Context: an optimization exercise on an open-source flow, tuned for small area. The choices shown serve that exercise and are no tape-out recipe.
In this exercise RTL edits were held to simulation tests only and were not proved equivalent to the original.

// tx_dds
module tx_dds (
  input           clk,
  input           dac_dds_format,
  input           dac_data_sync,
  input           dac_valid,
  input   [15:0]  tone_1_scale,
  input   [15:0]  tone_2_scale,
  input   [15:0]  tone_1_init_offset,
  input   [15:0]  tone_2_init_offset,
  input   [15:0]  tone_1_freq_word,
  input   [15:0]  tone_2_freq_word,
  output  [11:0]  dac_dds_data
);
Settings: LEC_CHECK=0, ABC_AREA=1, CAP_MARGIN=20, CORE_MARGIN=2, CORE_UTILIZATION=40, CTS_BUF_LIST=sky130_fd_sc_hd__clkbuf_8, CTS_CLUSTER_SIZE=30, SLEW_MARGIN=20; clock period 7.0 ns.
run.sh (not shown) runs the stock make flow with config.mk's settings and CLKGATE_MAP_FILE= SYNTH_SCRIPT=/design/flow/synth_recipe.tcl, a recipe that flattens the netlist after the stock synthesis.
Rerun with:
CTS_BUF_LIST = not set   (was sky130_fd_sc_hd__clkbuf_8)
CTS_CLUSTER_SIZE = not set   (was 30)
Effect:
- setup slack gets worse by 0.0056 ns
- synthesized area is unchanged

---

Setup of red:
tx_dds, a different RTL version from the one above (not shown whole).
For scale: about 4000 cells after synthesis, about 780 flip-flops, about 110 I/O pins, about 42000 um^2 of cells after synthesis.
clock: 7.0 ns
lec_check: 0
abc_area: 1
cap_margin: 5
core_margin: 2
core_utilization: 70
slew_margin: 5
standard.sh (not shown) runs the stock make flow with config.mk's settings and CLKGATE_MAP_FILE= SYNTH_SCRIPT=/design/flow/synth_recipe.tcl, a recipe that flattens the netlist after the stock synthesis.
==> flow/flow/run.sh <==
#!/bin/bash
# Layout with the standard flow (standard.sh), unchanged synthesis, with
# two placement/CTS options set through ORFS's own variables:
#  - port buffers use the smallest buffer (buf_1) instead of clkdlybuf4s50_1;
#  - clock tree with clkbuf_8 and larger sink clusters, without dummy loads.
set -euo pipefail
cd "$(dirname "$0")/.."
bash standard.sh synth > synth.log 2>&1
export BUFFER_PORTS_ARGS="-buffer_cell sky130_fd_sc_hd__buf_1"
export CTS_ARGS="-sink_clustering_enable -repair_clock_nets -dont_use_dummy_load -buf_list sky130_fd_sc_hd__clkbuf_8 -sink_clustering_size 20 -sink_clustering_max_diameter 50"
bash standard.sh > layout.log 2>&1
#### Input delta (blue over red)
- CORE_UTILIZATION: 70 -> 80
## What came out
Delta (blue minus red): setup slack fell by 0.14 ns; via count rose by 5.2%; via count of the first global-routing pass rose by 1297; number of buffers inserted during clock tree synthesis fell by 19%.

---

Setup of the baseline:
tx_dds, a different RTL version from the one above (not shown whole).
For scale: about 4,300 cells after synthesis, about 820 flip-flops, roughly 110 I/O pins, about 44,000 sq um of cells after synthesis.
export LEC_CHECK = 0
export ABC_AREA = 1
export CAP_MARGIN = 20
export CORE_MARGIN = 2
export CORE_UTILIZATION = 40
export SLEW_MARGIN = 20
create_clock -name core_clock -period 7.0 [get_ports {clk}]
Scripts as last shown in full above: flow/flow/run.sh
The baseline completed end to end with timing, DRC and antenna clean.
What the candidate does differently from the baseline at the input level:
# the baseline
export LEC_CHECK = 0
export ABC_AREA = 1
export CAP_MARGIN = 20
export CORE_MARGIN = 2
export CORE_UTILIZATION = 40
export SLEW_MARGIN = 20
create_clock -name core_clock -period 7.0 [get_ports {clk}]
# the candidate
export LEC_CHECK = 0
export ABC_AREA = 1
export CAP_MARGIN = 20
export CORE_MARGIN = 2
export CORE_UTILIZATION = 40
export CTS_BUF_LIST = sky130_fd_sc_hd__clkbuf_16
export CTS_CLUSTER_DIAMETER = 60
export CTS_CLUSTER_SIZE = 36
export SLEW_MARGIN = 20
create_clock -name core_clock -period 7.0 [get_ports {clk}]
==> flow/run.sh (new file) <==
#!/bin/bash
# synth_recipe.tcl (not shown) runs the flow's synth.tcl, then flattens the netlist and writes it again
# the make line also repeats each setting of config.mk as NAME=value (left out here)
make -C /OpenROAD-flow-scripts/flow DESIGN_CONFIG=/design/flow/config.mk WORK_HOME=/design/flow/orfs CLKGATE_MAP_FILE= SYNTH_SCRIPT=/design/flow/synth_recipe.tcl finish
removed: flow/flow/run.sh
removed: flow/standard.sh
## What came out
The flow did not stop early for the candidate: all stages ran, and the layout cleared the timing, DRC and antenna checks. On the candidate: met3 usage in global routing is 0.20 points higher than what the baseline gave. Detailed-route wire length: the candidate vs the baseline up 2400 um. Looking only at latest clock arrival within the worst-skew pair, and setting everything else aside, the higher value of the baseline and the candidate goes to the baseline. Per the comparison of the candidate with the baseline, cell count along the critical path fell by about 7%; cell area after synthesis stayed essentially flat; headroom to the max-slew limit stayed essentially flat.

---

Starting RTL as in the previous note.
export LEC_CHECK = 0
export ABC_AREA = 1
export CAP_MARGIN = 20
export CORE_MARGIN = 2
export CORE_UTILIZATION = 40
export CTS_BUF_LIST = sky130_fd_sc_hd__clkbuf_8
export CTS_CLUSTER_DIAMETER = 50
export CTS_CLUSTER_SIZE = 20
export SLEW_MARGIN = 20
create_clock -name core_clock -period 7.0 [get_ports {clk}]
run.sh (not shown) runs the stock make flow with config.mk's settings and CLKGATE_MAP_FILE= SYNTH_SCRIPT=/design/flow/synth_recipe.tcl, a recipe that flattens the netlist after the stock synthesis.
Stock flow here: none of the scripts above is used.
Edit:
--- a/flow/config.mk
+++ b/flow/config.mk
@@ -10,6 +10,4 @@
 export CORE_MARGIN = 2
 export CORE_UTILIZATION = 40
-export CTS_BUF_LIST = sky130_fd_sc_hd__clkbuf_8
-export CTS_CLUSTER_DIAMETER = 50
-export CTS_CLUSTER_SIZE = 20
+export CTS_BUF_LIST = sky130_fd_sc_hd__clkbuf_4
 export SLEW_MARGIN = 20
The changed run finished clean.
Global-route usage climbs by 0.37 points.
Cell count is higher by a few percent.
Setup slack is worse by 48 ps.
Final area went up slightly.
Clock-buffer cell count is higher by 202.
Flip-flop and latch count does not change.

---

== pepper ==
Another version of the RTL of tx_dds (not shown whole).
Size in the first run: roughly 4100 cells after synthesis, ~780 flip-flops, roughly 43000 um2 of cells after synthesis.
export LEC_CHECK = 0
export ABC_AREA = 1
export CAP_MARGIN = 5
export CORE_MARGIN = 2
export CORE_UTILIZATION = 70
export SLEW_MARGIN = 5
create_clock -name core_clock -period 7.0 [get_ports {clk}]
standard.sh (not shown) runs the stock make flow with config.mk's settings and CLKGATE_MAP_FILE= SYNTH_SCRIPT=/design/flow/synth_recipe.tcl, a recipe that flattens the netlist after the stock synthesis.
==> flow/flow/run.sh <==
#!/bin/bash
# Layout with the standard flow (standard.sh), unchanged synthesis, with
# two placement/CTS options set through ORFS's own variables:
#  - port buffers use the smallest buffer (buf_1) instead of clkdlybuf4s50_1;
#  - clock tree with clkbuf_8 and larger sink clusters, without dummy loads.
set -euo pipefail
cd "$(dirname "$0")/.."
bash standard.sh synth > synth.log 2>&1
export BUFFER_PORTS_ARGS="-buffer_cell sky130_fd_sc_hd__buf_1"
export CTS_ARGS="-sink_clustering_enable -repair_clock_nets -dont_use_dummy_load -buf_list sky130_fd_sc_hd__clkbuf_8 -sink_clustering_size 20 -sink_clustering_max_diameter 50"
bash standard.sh > layout.log 2>&1
Here is what was changed in the inputs of delta compared with pepper.
- CORE_UTILIZATION now 40, was 70
- CAP_MARGIN now 20, was 5
- SLEW_MARGIN now 20, was 5
### Flow results
Summary of delta over pepper: final critical delay including setup and external delays saw a decrease; net count of the finished layout was more or less identical; met2 track demand over resource decreased by 19 points relative to the old numbers.
Sum of met3 wire segment lengths after detailed routing (lower): delta
Highest metal layer used by the detailed router = met5: delta; highest metal layer used by the detailed router = met4: pepper
[inputs] zinc vs delta
- CORE_UTILIZATION: 40 -> 60
- SLEW_MARGIN: 20 -> 5
- CAP_MARGIN: 20 -> 5
--- a/flow/flow/run.sh
+++ b/flow/flow/run.sh
@@ -10 +10 @@
-export CTS_ARGS="-sink_clustering_enable -repair_clock_nets -dont_use_dummy_load -buf_list sky130_fd_sc_hd__clkbuf_8 -sink_clustering_size 20 -sink_clustering_max_diameter 50"
+export CTS_ARGS="-sink_clustering_enable -repair_clock_nets -dont_use_dummy_load -buf_list sky130_fd_sc_hd__clkbuf_8 -sink_clustering_size 22 -sink_clustering_max_diameter 50"
[summary]
- | cell area | zinc vs delta | about 1.4% lower |
- Die area in zinc vs delta: down 36000 um2
- delta → zinc: later-pin clock latency in the skew report moved up; floorplan core area moved down.
- delta has higher non-clock buffer count than zinc.
- Relative to delta, via density per instance has increased by 10% in zinc.
Here is what was changed in the inputs of umber compared with zinc.
--- a/flow/flow/run.sh
+++ b/flow/flow/run.sh
@@ -10 +10 @@
-export CTS_ARGS="-sink_clustering_enable -repair_clock_nets -dont_use_dummy_load -buf_list sky130_fd_sc_hd__clkbuf_8 -sink_clustering_size 22 -sink_clustering_max_diameter 50"
+export CTS_ARGS="-sink_clustering_enable -repair_clock_nets -dont_use_dummy_load -buf_list sky130_fd_sc_hd__clkbuf_8 -sink_clustering_size 20 -sink_clustering_max_diameter 50"
Results
Diff umber..zinc | count of sequential standard cells | unchanged. As far as end-of-flow core utilization is concerned, umber and zinc perform about the same. Cell area: umber vs zinc, no meaningful difference. As far as number of multi-input combinational cells goes, umber and zinc are indistinguishable; the numbers are identical. umber vs. zinc: setup slack decreased by 0.029 ns relative to the old numbers, global-route wire length before repair did not really move.

-- what the ideal ports hide --
The flow's constraints put no driver on any port. The routed layouts listed below were extracted and timed again, unchanged, in two steps.
Step 1: set_driving_cell puts a clkbuf_16 on clk and a buf_2 on each other input, an assumption about the parent block.
Step 2 adds t to the input delays and takes it off the output delays; t is the mean of the earliest and latest rising clock arrival at the registers after step 1. Input paths then give back, and output paths get back, about the clock's delay inside the block.
Three values: no drivers, after step 1, after step 2; two values: the first two.
run | shift t [ns] | slack for setup (ns) | hold slack, ns
the first run of note 1 | 0.857 | 0.451 / 0.451 / 0.451 | 0.296 / 0.296 / 0.296
the second run of note 1 | 0.710 | 0.446 / 0.446 / 0.446 | 0.320 / 0.320 / 0.320
red | 0.698 | 0.361 / 0.361 / 0.361 | 0.256 / 0.256 / 0.256
blue | 0.710 | 0.222 / 0.222 / 0.176 | 0.263 / 0.263 / 0.263
the baseline | 0.726 | 0.472 / 0.472 / 0.472 | 0.283 / 0.283 / 0.283
the candidate | 0.696 | 0.493 / 0.493 / 0.347 | 0.312 / 0.312 / 0.312
the first run of note 4 | 0.768 | 0.505 / 0.505 / 0.366 | 0.325 / 0.325 / 0.325
the second run of note 4 | 1.056 | 0.457 / 0.457 / 0.271 | 0.292 / 0.292 / 0.292
pepper | 0.695 | 0.312 / 0.312 / 0.312 | 0.282 / 0.282 / 0.282
delta | 0.714 | 0.332 / 0.332 / 0.332 | 0.274 / 0.274 / 0.274
zinc | 0.721 | 0.298 / 0.298 / 0.298 | 0.274 / 0.274 / 0.274
umber | 0.710 | 0.269 / 0.269 / 0.269 | 0.273 / 0.273 / 0.273
After both steps every run listed still meets setup and hold. For the second run of note 4, which loses most, drivers alone change the setup slack by 0.000 ns; drivers and shift together by -0.186 ns.
